Source: an optimization exercise on an open RTL-to-GDS flow (aim: small area). Production flows keep margins and buffers that such runs may drop.
For this run, only the layout was checked, not whether the RTL still works.
Power is estimated from default activity; no workload was simulated.

<file path="flow/run.sh">
#!/bin/bash
# synth_recipe.tcl (not shown) runs the flow's synth.tcl, then flattens the netlist and writes it again
# the make line also repeats each setting of config.mk as NAME=value (left out here)
make -C /OpenROAD-flow-scripts/flow DESIGN_CONFIG=/design/flow/config.mk WORK_HOME=/design/flow/orfs CLKGATE_MAP_FILE= SYNTH_SCRIPT=/design/flow/synth_recipe.tcl finish
</file>
<file path="flow/config.mk">
export PLATFORM = sky130hd
export DESIGN_NAME = picoPPU
export DESIGN_NICKNAME = picoPPU
export VERILOG_FILES = /design/flow/design.v
export SDC_FILE = /design/flow/constraint.sdc
export NUM_CORES = 4
export LEC_CHECK = 0
export CAP_MARGIN = 20
export CORE_MARGIN = 2
export CORE_UTILIZATION = 45
export PLACE_DENSITY = 0.6
export SLEW_MARGIN = 20
</file>
<file path="flow/constraint.sdc">
create_clock -name core_clock -period 12.0 [get_ports {clk}]
set_input_delay 2.4000 -clock core_clock [delete_from_list [all_inputs] [get_ports {clk}]]
set_output_delay 2.4000 -clock core_clock [all_outputs]
set_load 0.01 [all_outputs]
</file>
<file path="flow/design.v">
module color_decoder( color , vga_color );
input wire [5:0] color ;
output reg [11:0] vga_color ;  
always @(*)
begin
    case (color)
        6'h00: vga_color = { 4'h5 , 4'h5 , 4'h5  } ;
        6'h01: vga_color = { 4'h0 , 4'h1 , 4'h7 } ;
        6'h02: vga_color = { 4'h0 , 4'h1 , 4'h9  } ; 
        6'h03: vga_color = { 4'h3 , 4'h0 , 4'h8 } ;
        6'h04: vga_color = { 4'h4 , 4'h0 , 4'h6  } ; 
        6'h05: vga_color = { 4'h5 , 4'h0 , 4'h3 } ;
        6'h06: vga_color = { 4'h5 , 4'h0 , 4'h0  } ; 
        6'h07: vga_color = { 4'h3 , 4'h1 , 4'h0 } ;
        6'h08: vga_color = { 4'h2 , 4'h2 , 4'h0  } ; 
        6'h09: vga_color = { 4'h0 , 4'h3 , 4'h0 } ;
        6'h0a: vga_color = { 4'h0 , 4'h4 , 4'h0  } ; 
        6'h0b: vga_color = { 4'h0 , 4'h4 , 4'h0 } ;
        6'h0c: vga_color = { 4'h0 , 4'h3 , 4'h3  } ;
        6'h0d: vga_color = { 4'h0 , 4'h0 , 4'h0 } ;
        6'h0e: vga_color = { 4'h0 , 4'h0 , 4'h0  } ;
        6'h0f: vga_color = { 4'h0 , 4'h0 , 4'h0 } ;
        6'h10: vga_color = { 4'h9 , 4'h9 , 4'h9  } ; 
        6'h11: vga_color = { 4'h0 , 4'h4 , 4'hC } ;
        6'h12: vga_color = { 4'h3 , 4'h3 , 4'hE  } ; 
        6'h13: vga_color = { 4'h5 , 4'h1 , 4'hE } ; 
        6'h14: vga_color = { 4'h8 , 4'h1 , 4'hB  } ; 
        6'h15: vga_color = { 4'hA , 4'h1 , 4'h6 } ; 
        6'h16: vga_color = { 4'h9 , 4'h2 , 4'h2  } ; 
        6'h17: vga_color = { 4'h7 , 4'h3 , 4'h0 } ; 
        6'h18: vga_color = { 4'h5 , 4'h5 , 4'h0  } ;  
        6'h19: vga_color = { 4'h2 , 4'h7 , 4'h0 } ; 
        6'h1a: vga_color = { 4'h0 , 4'h7 , 4'h0  } ;  
        6'h1b: vga_color = { 4'h0 , 4'h7 , 4'h2 } ;
        6'h1c: vga_color = { 4'h0 , 4'h6 , 4'h7 } ;
        6'h1d: vga_color = { 4'h0 , 4'h0 , 4'h0 } ;
        6'h1e: vga_color = { 4'h0 , 4'h0 , 4'h0 } ;
        6'h1f: vga_color = { 4'h0 , 4'h0 , 4'h0 } ;
        6'h20: vga_color = { 4'hE , 4'hE , 4'hE } ;
        6'h21: vga_color = { 4'h4 , 4'h9 , 4'hE } ;
        6'h22: vga_color = { 4'h7 , 4'h7 , 4'hE } ;
        6'h23: vga_color = { 4'hB , 4'h6 , 4'hE } ;
        6'h24: vga_color = { 4'hE , 4'h5 , 4'hE } ;
        6'h25: vga_color = { 4'hE , 4'h5 , 4'hB } ;
        6'h26: vga_color = { 4'hE , 4'h6 , 4'h6 } ;
        6'h27: vga_color = { 4'hD , 4'h8 , 4'h2 } ;
        6'h28: vga_color = { 4'hA , 4'hA , 4'h0 } ;
        6'h29: vga_color = { 4'h7 , 4'hC , 4'h0 } ;
        6'h2a: vga_color = { 4'h4 , 4'hD , 4'h2 } ;
        6'h2b: vga_color = { 4'h3 , 4'hC , 4'h6 } ;
        6'h2c: vga_color = { 4'h3 , 4'hB , 4'hC } ;
        6'h2d: vga_color = { 4'h3 , 4'h3 , 4'h3 } ;
        6'h2e: vga_color = { 4'h0 , 4'h0 , 4'h0 } ;
        6'h2f: vga_color = { 4'h0 , 4'h0 , 4'h0 } ;
        6'h30: vga_color = { 4'hE , 4'hE , 4'hE } ;
        6'h31: vga_color = { 4'hA , 4'hC , 4'hE } ;
        6'h32: vga_color = { 4'hB , 4'hB , 4'hE } ;
        6'h33: vga_color = { 4'hD , 4'hB , 4'hE } ;
        6'h34: vga_color = { 4'hE , 4'hA , 4'hE } ;
        6'h35: vga_color = { 4'hE , 4'hA , 4'hD } ;
        6'h36: vga_color = { 4'hE , 4'hB , 4'hB } ;
        6'h37: vga_color = { 4'hE , 4'hC , 4'h9 } ;
        6'h38: vga_color = { 4'hC , 4'hD , 4'h7 } ;
        6'h39: vga_color = { 4'hB , 4'hD , 4'h7 } ;
        6'h3a: vga_color = { 4'hA , 4'hE , 4'h9 } ;
        6'h3b: vga_color = { 4'h9 , 4'hE , 4'hB } ;
        6'h3c: vga_color = { 4'hA , 4'hD , 4'hE } ;
        6'h3d: vga_color = { 4'hA , 4'hA , 4'hA } ;
        6'h3e: vga_color = { 4'h0 , 4'h0 , 4'h0 } ;
        6'h3f: vga_color = { 4'h0 , 4'h0 , 4'h0 } ;
        default: vga_color = { 4'h0 , 4'h0 , 4'h0 } ; 
    endcase
end
endmodule
module vga_sync(clk , pix_en , reset_n , Hsync , Vsync , video_on , v_count , h_count , v_blank , h_blank );
  input clk , pix_en , reset_n;  
  output wire Hsync , Vsync;
	output wire video_on; 
	output reg  [9:0] v_count;
	output reg  [9:0] h_count;
  output wire v_blank , h_blank ;
    wire h_countmaxed = (h_count == 799);  
    wire v_countmaxed = (v_count == 524);  
    always @(posedge clk )
    begin
      if ( !reset_n )
        h_count <= 0 ;
      else if ( pix_en )
      begin
        if (h_countmaxed)
          h_count <= 0;
        else
          h_count <= h_count + 1;
      end
    end
    always @(posedge clk )
    begin
      if ( !reset_n )
        v_count <= 480 ;  
      else if ( pix_en )
      begin
        if (h_countmaxed)
        begin
          if(v_countmaxed)
            v_count <= 0;
          else
            v_count <= v_count + 1;
        end
      end
    end
    assign Hsync = ~(h_count >= (640 + 16) && (h_count < (640 + 16 + 96)));    
    assign Vsync = ~(v_count >= (480 + 10) && (v_count < (480 + 10 + 2)));    
    assign video_on = (h_count < 640) && (v_count < 480);
    assign v_blank = (v_count >= 480) ;
    assign h_blank = ( h_count >= 640 ) ;  
endmodule
module oam_ram #( parameter AW = 8 , parameter DEPTH = 256 ) ( clk , addr , din , dout , en , we ) ;
input wire clk ;
input wire [AW-1:0] addr ;
input wire [15:0] din ;
output reg [15:0] dout ;
input wire en , we ;
reg [15:0] mem [0:DEPTH-1] ;
always @( posedge clk )
begin
    if ( en )
    begin
        if ( we )
            mem[addr] <= din ;
        dout <= mem[addr] ;
    end
end
endmodule
module cpu_interface( clk , reset_n , data_in , data_out , data_oe , cs , we_b , reg_select ,
      oam_addr , oam_dout , oam_we , oam_en ,
      mem_addr , mem_dout , mem_en , mem_we , v_blank , cpu_nmi );
input clk , v_blank , reset_n;
input wire cs , we_b ;
input wire [2:0] reg_select ;
input wire [7:0] data_in ;
output wire [7:0] data_out ;
output wire data_oe ;
output reg cpu_nmi;
output reg [7:0] oam_addr ; 
output reg [15:0] oam_dout;
output reg oam_we , oam_en;
output reg [15:0] mem_addr ;
output reg [7:0] mem_dout;
output reg mem_en , mem_we ;
wire our_time_input = (!we_b && cs);
reg [7:0] ppu_ctrl ;
wire oam_addr_inc = ppu_ctrl[0] ;  
wire mem_addr_inc = ppu_ctrl[1] ;  
wire enable_nmi = ppu_ctrl[2] ;
wire rendering = ppu_ctrl[3] ;  
reg oam_data_second ;  
reg[1:0] state;
reg oam_write;
reg [7:0] save_data ;
reg [2:0] reg_sel_save ;
reg pipeline ;
reg pipeline2 ;
reg pipeline3 ; 
always@( posedge clk )
begin
    if ( our_time_input )
    begin
        save_data <= data_in ;
        reg_sel_save <= reg_select ;
    end
end
always @( posedge clk )
begin
    pipeline <= our_time_input ;
    pipeline2 <= pipeline ;
    pipeline3 <= pipeline2 ; 
end
always@( posedge clk )  
begin
    if ( !reset_n )
    begin
        oam_addr <= 0;
        oam_dout <= 0;
        mem_addr <= 0;
        mem_dout <= 0;
        ppu_ctrl <= 0;
        oam_write <= 0;
        state <= 2 ;
        oam_data_second <= 0 ;
    end
    else
    begin
        if ( !pipeline2 && pipeline3 && !state )
        begin
            case (reg_sel_save)
                0:  
                    ppu_ctrl <= save_data ;
                1:  
                begin
                    mem_addr <= { mem_addr[7:0] , save_data };
                end
                2:  
                begin
                    mem_dout <= save_data ;  
                    oam_write <= 0 ; 
                    state <= 1;
                end
                3:  
                begin
                    oam_addr <= save_data ; 
                end
                4:  
                begin
                    oam_data_second <= oam_data_second + 1;
                    if ( oam_data_second )  
                    begin
                        oam_write <= 1 ;  
                        state <= 1 ; 
                    end
                    oam_dout <= { oam_dout[7:0] , save_data }; 
                end
            endcase
        end
        else 
        begin
            case (state)
                1:
                begin
                    state <= 2;
                    if ( oam_write && oam_addr_inc )
                        oam_addr <= oam_addr + 1;
                    else if ( mem_addr_inc )
                        mem_addr <= mem_addr + 1;
                end
                2:
                begin
                    state <= 0;  
                end 
            endcase   
        end
    end
end
reg[7:0] driver;
assign data_out = driver ;
assign data_oe = cs && we_b ;
always @(*)
begin
    if ( cs && we_b )
    begin
        case (reg_select)
            0:
                driver = { 7'b0 , v_blank }  ;  
            1:
                driver = mem_addr[7:0] ;
            2:
                driver = mem_dout ;
            3:
                driver = oam_addr ;
            4:
                driver = oam_dout[7:0] ;
            default:
                driver = 8'hFF ;
        endcase
    end
    else begin
        driver = 8'h00 ;
    end
end
always @(*)
begin
    oam_we = 0;
    oam_en = 0;
    mem_we = 0;
    mem_en = 0;
    case(state)
        1:
        begin
            if ( oam_write )
            begin
                oam_we = 1 ;
                oam_en = 1 ;
            end
            else
            begin
                mem_we = 1;
                mem_en = 1;
            end
        end
    endcase
end
reg nmi_done;
reg [3:0] nmi_counter;
always @( posedge clk )
begin
    if ( !reset_n )
    begin
        nmi_done <= 0;
        nmi_counter <= 0;
        cpu_nmi <= 1;  
    end
    else if ( v_blank )
    begin
        if ( !nmi_done && ppu_ctrl[2] )  
        begin
            nmi_counter <= nmi_counter + 1;
            cpu_nmi <= 0;
            if ( nmi_counter == 4'b1111 )
            begin
                nmi_done <= 1 ;
                cpu_nmi <= 1 ;
            end
        end
    end
    else
    begin
        nmi_done <= 0 ;
        nmi_counter <= 0 ;
    end
end
endmodule
module sprite_engine ( clk , vga_clk , reset_n ,
          sec_oam_addr , sec_oam_din , sec_oam_dout , sec_oam_en , sec_oam_we ,
          prim_oam_addr , prim_oam_din , prim_oam_en , prim_oam_we,
          main_mem_b_addr , main_mem_b_din , main_mem_b_en ,
          inter_mem_addr , inter_mem_din , inter_mem_we ,   
                        v_counter , h_blank , v_blank , color_out ) ;
input wire [15:0] inter_mem_addr ;
input wire [7:0] inter_mem_din ;
input wire inter_mem_we ;
output reg [13:0]main_mem_b_addr ;
input wire [31:0]main_mem_b_din ;
output reg main_mem_b_en ;
input clk , vga_clk , reset_n , h_blank , v_blank ;
output reg [5:0] color_out ;
input wire [9:0] v_counter ;  
output reg [4:0] sec_oam_addr ;  
output reg sec_oam_we ;  
input wire [15:0] sec_oam_din ;  
output reg [15:0] sec_oam_dout ;  
output reg sec_oam_en ;  
output reg [7:0] prim_oam_addr ;  
input wire [15:0] prim_oam_din ;
output reg prim_oam_en ;
output reg prim_oam_we ;
reg [4:0] state ;
reg [15:0] read_buffer ;
reg [1:0] entries_to_copy ;
reg[2:0] sprites_left ;
reg[2:0] unit_index ;
reg [1:0] fields_index ;
reg [1:0] wait_counter ;  
reg [15:0] read_buffer2 ;
reg [4:0] sprite_row ;  
always @(*) sprite_row = (v_counter+1) - read_buffer ;
reg [1:0] bit_plane ; 
integer i ;
integer j ;
integer k ;
reg [15:0] x_counter [7:0] ;
reg [4:0] attr_reg[7:0] ;  
reg [31:0] pix_shift_reg [7:0][3:0] ;
reg[5:0] palette_mem[7:0][15:0] ;  
always @( posedge clk )
begin
    if ( inter_mem_we )  
    begin
        palette_mem[inter_mem_addr[6:4]][inter_mem_addr[3:0]] <= inter_mem_din[5:0]; 
    end    
end
reg[3:0] color_number;
reg[3:0] pix_shift_color[7:0] ;  
reg[2:0] palette_number;  
always@( * )
begin
    color_number = 0 ;  
    palette_number = 0 ;
        for ( k = 0 ; k < 8 ; k = k + 1 )
    begin
        pix_shift_color[k] = { pix_shift_reg[k][3][31] , pix_shift_reg[k][2][31] , pix_shift_reg[k][1][31] , pix_shift_reg[k][0][31] } ;
    end
    if ( x_counter[0] == 0 && pix_shift_color[0] )
    begin
        color_number = pix_shift_color[0] ;
        palette_number = attr_reg[0][2:0] ;
    end
    else if ( x_counter[1] == 0 && pix_shift_color[1] )
    begin
        color_number = pix_shift_color[1] ;
        palette_number = attr_reg[1][2:0] ; 
    end
    else if ( x_counter[2] == 0 && pix_shift_color[2] )
    begin
        color_number = pix_shift_color[2] ;
        palette_number = attr_reg[2][2:0] ;
    end
    else if ( x_counter[3] == 0 && pix_shift_color[3] )
    begin
        color_number = pix_shift_color[3] ;
        palette_number = attr_reg[3][2:0] ;
    end
    else if ( x_counter[4] == 0 && pix_shift_color[4] )
    begin
        color_number = pix_shift_color[4] ;
        palette_number = attr_reg[4][2:0] ;
    end
    else if ( x_counter[5] == 0 && pix_shift_color[5] )
    begin
        color_number = pix_shift_color[5] ;
        palette_number = attr_reg[5][2:0] ;
    end
    else if ( x_counter[6] == 0 && pix_shift_color[6] )
    begin
        color_number = pix_shift_color[6] ;
        palette_number = attr_reg[6][2:0] ;
    end
    else if ( x_counter[7] == 0 && pix_shift_color[7] )
    begin
        color_number = pix_shift_color[7] ;
        palette_number = attr_reg[7][2:0] ;
    end
    color_out = palette_mem[palette_number][color_number] ;  
end
reg wait_for_down ;
always@ ( posedge clk )  
begin
    if ( !reset_n )
    begin
        state <= 0 ;  
        sec_oam_addr <= 0;
        sec_oam_dout <= 16'hFFFF ;  
        prim_oam_addr <= 0 ;
        sprites_left <= 8 ;  
        unit_index <= 0 ;
        fields_index <= 0 ;
        main_mem_b_addr <= 0;
        wait_for_down <= 0;
        read_buffer <= 0 ;
        entries_to_copy <= 0 ;
        sprites_left <= 0 ;
        unit_index <= 0 ;
        fields_index <= 0 ;
        wait_counter <= 0 ;
        read_buffer2 <= 0 ;
        bit_plane <= 0 ;
    end
    else if ( !v_blank )
    begin
        if ( !vga_clk )
            wait_for_down <= 0 ;
        else if ( !h_blank && vga_clk && !wait_for_down )  
        begin
            wait_for_down <= 1; 
            for ( i = 0 ; i < 8 ; i = i + 1 )
            begin
                if ( x_counter[i] == 0 )  
                begin
                    for ( j = 0 ; j < 4 ; j = j + 1 )
                        pix_shift_reg[i][j][31:0] <= { pix_shift_reg[i][j][30:0] , 1'b0 } ;
                end
                else
                    x_counter[i] <= x_counter[i] - 1;
            end
        end
        else
        begin
            case (state)
                0:  
                begin
                    sec_oam_addr <= sec_oam_addr + 1 ;
                    if ( sec_oam_addr == 23 )  
                    begin
                        sec_oam_addr <= 0 ;
                        state <= 1 ;                
                    end
                end
                1:  
                begin
                    state <= 2 ;
                end
                2:  
                begin
                    state <= 3 ;
                end
                3:
                begin
                    read_buffer <= prim_oam_din ;  
                    state <= 4 ;
                end
                4:
                begin
                    if ( !(read_buffer > (v_counter+1) || (v_counter+1) > (read_buffer+31)) )  
                    begin
                        state <= 5;
                        entries_to_copy <= 3 ;  
                        sprites_left <= sprites_left - 1 ;
                    end
                    else if ( prim_oam_addr == 189 )  
                    begin
                        state <= 10 ;
                        sec_oam_addr <= 0 ;
                    end
                    else
                    begin
                        prim_oam_addr <= prim_oam_addr + 3 ;  
                        state <= 1 ;  
                    end
                end
                5:
                begin  
                state <= 6 ; 
                end
                6:
                begin
                    state <= 7; 
                end
                7:
                begin
                    sec_oam_dout <= prim_oam_din;  
                    entries_to_copy <= entries_to_copy-1 ; 
                    state <= 9 ;
                end
                9:
                begin
                    if ( prim_oam_addr == 191 || sprites_left == 0 )  
                    begin
                        state <= 10 ;
                        sec_oam_addr <= 0 ;
                    end
                    else 
                    begin
                        sec_oam_addr <= sec_oam_addr + 1;
                        prim_oam_addr <= prim_oam_addr + 1;
                        if ( entries_to_copy == 0 )  
                            state <= 1 ;
                        else
                            state <= 5;  
                    end
                end
                10:
                begin  
                    if ( h_blank ) 
                        state <= 11; 
                    else 
                        state <= 10 ;
                end
                11:
                begin
                    state <= 12 ;
                end
                12:
                begin
                    state <= 13 ;
                end
                13:
                begin
                    if ( fields_index == 0 )  
                    begin
                        fields_index <= fields_index + 1;
                        state <= 11 ;
                        read_buffer <= sec_oam_din ;  
                    end
                    else if ( fields_index == 1 )
                    begin
                        fields_index <= fields_index + 1;
                        state <= 11 ;
                        x_counter[unit_index] <= sec_oam_din ;  
                    end
                    else if ( fields_index == 2 )  
                    begin
                        read_buffer2 <= sec_oam_din[6:0] ;  
                        attr_reg[unit_index] <= sec_oam_din[11:7] ;  
                        state <= 14 ;
                        bit_plane <= 0;
                        wait_counter <= 0 ;  
                        fields_index <= 0 ;  
                    end
                    sec_oam_addr <= sec_oam_addr + 1;
                end
                14:  
                begin
                    main_mem_b_addr <= { read_buffer2[6:0] , bit_plane , sprite_row } ;
                    state <= 15;
                end
                15:
                begin
                    if ( wait_counter == 3 )  
                    begin
                        pix_shift_reg[unit_index][bit_plane][31:0] <= {main_mem_b_din[7:0] , main_mem_b_din[15:8] , main_mem_b_din[23:16] , main_mem_b_din[31:24] } ; 
                        if( bit_plane == 3 )  
                        begin
                            if ( sec_oam_addr == 24 )  
                                state <= 16;  
                            else
                            begin
                                state <= 11 ;  
                                unit_index <= unit_index + 1 ; 
                            end
                        end
                        else
                        begin
                            state <= 14;  
                        end
                        bit_plane <= bit_plane + 1;  
                    end
                    wait_counter <= wait_counter + 1 ;  
                end
            endcase
        end
    end
end
always@ (*)
begin
    prim_oam_en = 0 ;
    prim_oam_we = 0 ;
    sec_oam_en = 0 ;
    sec_oam_we = 0 ;
    main_mem_b_en = 0;
    case (state)
        0:
        begin
            sec_oam_en = 1 ;
            sec_oam_we = 1 ; 
        end 
        1:
        begin
            prim_oam_en = 1 ;
            prim_oam_we = 0 ;
        end
        2:
        begin
            prim_oam_en = 1 ;
            prim_oam_we = 0 ; 
        end
        5:
        begin
            prim_oam_en = 1; 
            prim_oam_we = 0; 
        end
        6:
        begin
            prim_oam_en = 1; 
            prim_oam_we = 0; 
        end
        9:
        begin
            sec_oam_en = 1;
            sec_oam_we = 1; 
        end
        11:
        begin
            sec_oam_en = 1;
            sec_oam_we = 0;
        end
        12:
        begin
            sec_oam_en = 1;
            sec_oam_we = 0;
        end
        15:
        begin
            main_mem_b_en = 1 ;
        end
    endcase
end
endmodule
module picoPPU( clk , btnC , JC , NMI , JB_i , JB_o , JB_oe , vgaRed , vgaGreen , vgaBlue , Hsync , Vsync ,
                  pat_addr , pat_en , pat_data ) ;
input clk , btnC ;
output [3:0] vgaRed ;
output [3:0] vgaGreen ;
output [3:0] vgaBlue ;
output wire Hsync , Vsync ;
input wire [7:0] JB_i ; 
output wire [7:0] JB_o ;
output wire JB_oe ;
output wire [13:0] pat_addr ;
output wire pat_en ;
input wire [31:0] pat_data ;
input wire [6:0] JC ; 
output wire NMI ;
wire video_enable;
wire [9:0] v_count ;
wire [9:0] h_count ;
reg [1:0] divider ;
always@( posedge clk )
begin
    if ( btnC )
        divider <= 0 ;
    else
        divider <= divider + 1 ;
end
wire clk_25Mhz = divider[1] ;  
wire pix_en = ( divider == 2'd1 ) ;  
wire [4:0] spr_sec_oam_addr ;
wire spr_sec_oam_we ;  
wire [15:0] spr_sec_oam_din ;  
wire [15:0] spr_sec_oam_dout ;  
wire spr_sec_oam_en ;  
reg [7:0] prim_oam_addr ;
reg prim_oam_we , prim_oam_en ; 
wire [15:0] prim_oam_din ;
wire [15:0] prim_oam_dout ; 
reg  main_mem_a_we ;
wire v_blank , h_blank ;
wire [5:0] pix_out ;
wire [7:0] spr_prim_oam_addr ;
wire [15:0] spr_prim_oam_din ;
wire  spr_prim_oam_en , spr_prim_oam_we ;
wire [13:0] spr_main_mem_b_addr ;
wire [31:0] spr_main_mem_b_din ;
wire spr_main_mem_b_en ;
wire reset_n = !btnC ;
wire spr_reset_n = !(h_count == 799) && reset_n ;
wire chip_select = !JC[1] && JC[2] && JC[3] ;  
wire [7:0] inter_prim_oam_addr ;
wire [15:0] inter_prim_oam_dout ;
wire inter_prim_oam_en , inter_prim_oam_we ; 
wire [15:0] inter_main_mem_a_addr ;
wire [7:0] inter_main_mem_a_dout ;
wire inter_main_mem_a_en , inter_main_mem_a_we  ;
assign prim_oam_din = inter_prim_oam_dout ; 
assign spr_prim_oam_din = prim_oam_dout ;  
always @(*)
begin
    if ( v_blank )  
    begin
        prim_oam_addr = inter_prim_oam_addr ;
        prim_oam_en = inter_prim_oam_en;
        prim_oam_we = inter_prim_oam_we;
        main_mem_a_we = inter_main_mem_a_we ; 
    end
    else
    begin
        prim_oam_addr = spr_prim_oam_addr ;
        prim_oam_en = spr_prim_oam_en ;
        prim_oam_we = spr_prim_oam_we ; 
        main_mem_a_we = 0 ; 
    end
end
cpu_interface pico_ppu_interface (.clk(clk) , .reset_n(reset_n) , .data_in(JB_i) , .data_out(JB_o) , .data_oe(JB_oe) , .cs(chip_select) ,
         .we_b(JC[0]) , .reg_select(JC[6:4]) ,
         .oam_addr(inter_prim_oam_addr) , .oam_dout(inter_prim_oam_dout) , .oam_we(inter_prim_oam_we) ,
         .oam_en(inter_prim_oam_en) ,
         .mem_addr(inter_main_mem_a_addr) , .mem_dout(inter_main_mem_a_dout) , .mem_en(inter_main_mem_a_en) ,
         .mem_we(inter_main_mem_a_we) , .v_blank(v_blank) , .cpu_nmi(NMI) ) ;
sprite_engine myEngine ( .clk(clk) , .vga_clk(clk_25Mhz) , .reset_n(spr_reset_n) ,
         .sec_oam_addr(spr_sec_oam_addr) , .sec_oam_din(spr_sec_oam_din) , .sec_oam_dout(spr_sec_oam_dout) , .sec_oam_en(spr_sec_oam_en) , .sec_oam_we(spr_sec_oam_we) ,
         .prim_oam_addr(spr_prim_oam_addr) , .prim_oam_din(spr_prim_oam_din) , .prim_oam_en(spr_prim_oam_en) , .prim_oam_we(spr_prim_oam_we) ,
         .main_mem_b_addr(spr_main_mem_b_addr) , .main_mem_b_din(spr_main_mem_b_din) , .main_mem_b_en(spr_main_mem_b_en) ,
         .inter_mem_addr(inter_main_mem_a_addr) , .inter_mem_din(inter_main_mem_a_dout) , .inter_mem_we(inter_main_mem_a_we) ,
         .v_counter(v_count) , .h_blank(h_blank) , .v_blank(v_blank) , .color_out(pix_out) ) ;
assign pat_addr = spr_main_mem_b_addr ;
assign pat_en = spr_main_mem_b_en ;
assign spr_main_mem_b_din = pat_data ;
oam_ram #( .AW(8) , .DEPTH(256) ) my_prim_oam ( .clk(clk) , .addr(prim_oam_addr) ,
             .din(prim_oam_din) , .dout(prim_oam_dout) , .en(prim_oam_en) , .we(prim_oam_we) ) ;
oam_ram #( .AW(5) , .DEPTH(24) ) my_sec_oam ( .clk(clk) , .addr(spr_sec_oam_addr) , .din(spr_sec_oam_dout) ,
             .dout(spr_sec_oam_din) , .en(spr_sec_oam_en) , .we(spr_sec_oam_we) ) ;
wire [11:0] decoder_out ; 
color_decoder ppu_color_decoder ( .color(pix_out) , .vga_color(decoder_out)  ) ;
vga_sync ppu_vga_sync ( .clk(clk) , .pix_en(pix_en) , .reset_n(reset_n) , .Hsync(Hsync) , .Vsync(Vsync) , .video_on(video_enable) , .v_count(v_count) , .h_count(h_count) , .v_blank(v_blank) , .h_blank(h_blank)  ) ;
assign {vgaRed , vgaGreen , vgaBlue } = video_enable ? decoder_out : 12'd0 ;  
endmodule
</file>
==> results.txt <==
- Peak supply drop: 0.161 mV
- First-pass GRT wire length: 1040 mm
- Area used by multi-input combinational logic: 64900 um^2
- Number of port buffers: 87
- Die X: 773 um
- Routed length per instance: 31.3 um
- CTS tree: built
- Fraction of the cycle the final worst path needs: 97.1%
- Required time worst endpoint: 9.60 ns
- Via-to-Cell Ratio: 6.09
- Total length of routed wires: 731 mm
- Unrepaired setup endpoints after global routing: false
- Sequential standard cell area: 198000 um^2
- Worst-Skew Late Latency: 1.11 ns
- CTS Hold Buffers Added: 0
- Mean cell area of the mapped netlist: 18.3 um^2
- Fraction of layout cells with a size suffix above 1: 25.9%
- Transition time of the tightest slew-check pin: 1.27 ns
- Starting density of the core: 45.1%
- Post-synth top area cell: edfxtp_1
- Clock H-tree levels: 6
- Fin. Hold Viols: 0
- Number of nets in the layout: 15131
- Detail Placement HPWL: 436 mm
- Number of standard cells after synthesis: 14497
- Critical path fanouts, max: 21
- Sequential fraction of the synthesis area: 74.3%
- Class of the tightest hold or removal check: reg2reg
- Detailed Route Iter0 Violations: 16544
- Yosys warns: 8
- CP startpoint kind: flip-flop
- Maximum clock skew at final layout: 0.0637 ns
- Antenna violations before repair: 34
- Vert. Die Dim: 773 um
- Post-Place Worst Slack: 1.70 ns
- Count of filler cells inserted in the layout: 47343
- Full die area: 597000 um^2
- Instance count after placement with tap cells included: 22127
- Leakage Power: 98.4 nW
- Max reg flops: 4096
- All-Layer GR Usage: 24.0%
- Buffer levels on the longest clock path: 4
- Synth Cell Area: 266000 um^2
- Top library cells by usage in the layout, fill and taps aside: edfxtp_1 (6466), mux4_2 (1142), mux2_2 (1022)
- Via count of the first global-routing pass: 139901
- Buffer cell driving the clock tree root: clkbuf_16
- Pin count of the biggest net entering global routing: 210
- Ys async rst share: 0%
- Setup Viol. Count Final: 0
- Post-Place Cell Area: 279000 um^2
- TritonCTS Buffers: 676
- Top cells by area in the synthesized netlist: edfxtp_1 (73%), mux4_2 (9.7%), mux2_2 (4.3%)
- Total non-filler cell area in the finished layout: 301000 um^2
- Clock Sinks: 6634
- EDFF count, synth: 6466
- Drc violations: 0
- Area share of the largest cell type after synthesis: 73.0%
- Worst hold-check slack: 0.327 ns
- Status: complete, no violations
- Via count: 142535
- Router iterations before antenna repair: 6
- Number of cell rows: 282
- Distinct cell type count of the synthesized netlist: 103
- Number of setup buffers added after CTS: 0
- Final worst-path setup slack: 0.350 ns
- Flip-flop and latch count after synthesis: 6634
- Antenna-violating nets left: 0
- Final worst path period need: 11.65 ns
- Finished Layout Cells: 23386
- Max-slew headroom: 15.6%
- Placer's final routability congestion estimate: 0.921
- Worst-path clk slew: 0.06 ns
- Final cell utilization of the core: 51.1%
- Total Power: 46.2 mW
- Most common cell after layout, fill and taps aside: edfxtp_1
- Layout overhead on the synthesized area: 13.2%
- Top achievable clock speed: 85.8 MHz
- Count of max-cap constraint violations: 0
- Count of pins on the block boundary: 88
- Slew Limit Fails: 0
- Quantity of gates resized following cts: 0
- Sum of negative setup slack: 0 ns
- Power per standard cell area: 153 nW/um^2
- Critical path capture point type: output pin
- Standard cell core area: 589000 um^2
- Worst Setup Path Type: reg2out
- Data arrival time at the worst-slack endpoint: 9.25 ns
- Post-synthesis net count: 14627
- Overflow after GRT: 0
- Commonest register cell after synthesis: edfxtp_1
[kinds of logic (layout without fill, tap and decap cells)]
kind of cell / after synthesis / after routing / synth area share (%)
AOI/OAI and AO/OA: 1833 / 1833 / 4.59
xor gates and xnor gates: 143 / 143 / 0.471
adders and majority gates: 81 / 81 / 0.387
buffers and inverters: 1021 / 2085 / 1.51
DFF: 6634 / 6634 / 74.3
muxes: 2305 / 2305 / 14.5
other: 0 / 15 / 0
and+or+nand+nor: 2480 / 2480 / 4.22
[worst max-delay path, stage by stage (launching register included)]
cell and delay (ns):
edfxtp_1 0.47, nor4_1 0.83, nand4_1 0.55, nand2b_1 0.43, a311o_1 0.39, a211o_1 0.48
nand2_2 0.48, buf_4 0.50, mux2i_1 0.27, mux2i_1 0.10, a21oi_1 0.14, nand3_1 0.12
o21ai_0 0.76, a21oi_1 0.06, and3_1 0.37, inv_1 0.21, ha_1 0.41, inv_1 0.13
nand2_1 0.27, o21a_1 0.17, o211ai_1 0.07, o22ai_1 0.31, clkdlybuf4s50_1 0.60
[final cells by class]
class,instances,share of cell area [%]
diodes,15,0.0125
clock buffers,846,5.93
clock inverters,392,1.37
inverters,86,0.107
multi-input cells,6842,21.6
flip-flops and latches,6634,65.7
well taps,7810,3.25
repair buffers,761,2.06
[synthesized netlist by cell type (92+ instances only)]
master / number
clkbuf_1: 603
edfxtp_1: 6466
mux4_2: 1142
mux2_2: 1022
dfxtp_1: 168
mux2i_1: 141
buf_1: 250
nand3_1: 225
a22oi_1: 530
o21ai_0: 159
nand2_1: 789
nor3_1: 125
a21oi_1: 608
nor2_1: 859
nor4_1: 92
[path summary, 6_finish.rpt]
| path | startpoint | cells past startpoint | slack [ns] | to |
|---|---|---|---|---|
| max reg2reg | ppu_vga_sync.v_count[6] | 12 | 5.02 | my_prim_oam.dout[13] |
| min | pico_ppu_interface.pipeline | 0 | 0.33 | pico_ppu_interface.pipeline2 |
| max | myEngine.x_counter[5][9] | 22 | 0.35 | vgaGreen[0] |
| min reg2reg | pico_ppu_interface.pipeline | 0 | 0.33 | pico_ppu_interface.pipeline2 |
[routing by layer]
| metal | up-vias | GRT usage (%) | wire length (um) |
|---|---|---|---|
| met4 | 20 | 8.80 | 30000 |
| met1 | 75080 | 33.5 | 295000 |
| li1 | 59792 | - | - |
| met5 | - | 0 | 137 |
| met2 | 6422 | 38.0 | 344000 |
| met3 | 1221 | 4.45 | 62500 |
[power breakdown]
group	internal (mW)	total, mW	switching [mW]
combinational	0.0455	0.204	0.158
clock	11.8	20.9	9.12
sequential	25.0	25.0	0.00510

[re-timing with driven ports]
The results above use ideal ports. As a check the final layout listed here was re-extracted and re-timed, cells and wires unchanged.
Step 1: set_driving_cell puts a clkbuf_16 on clk and a buf_2 on each other input, an assumption about the parent block.
Step 2 times the ports against the registers' clock, not the clock port: input delays grow and output delays shrink by t, the midpoint of the rising clock arrivals with the driver on.
Slacks: ideal ports / drivers / drivers and shift; pairs: ideal ports / drivers.
shift t [ns]: 1.219
setup slack, ns: 0.350 / 0.225 / 1.444
clock arrival spread, ns: 0.099 / 0.099
slew at the worst register clock pin (ns): 0.07 / 0.07
After both steps this run still meets setup and hold. The setup slack of this run moves by -0.125 ns with the drivers and by +1.094 ns with both steps.
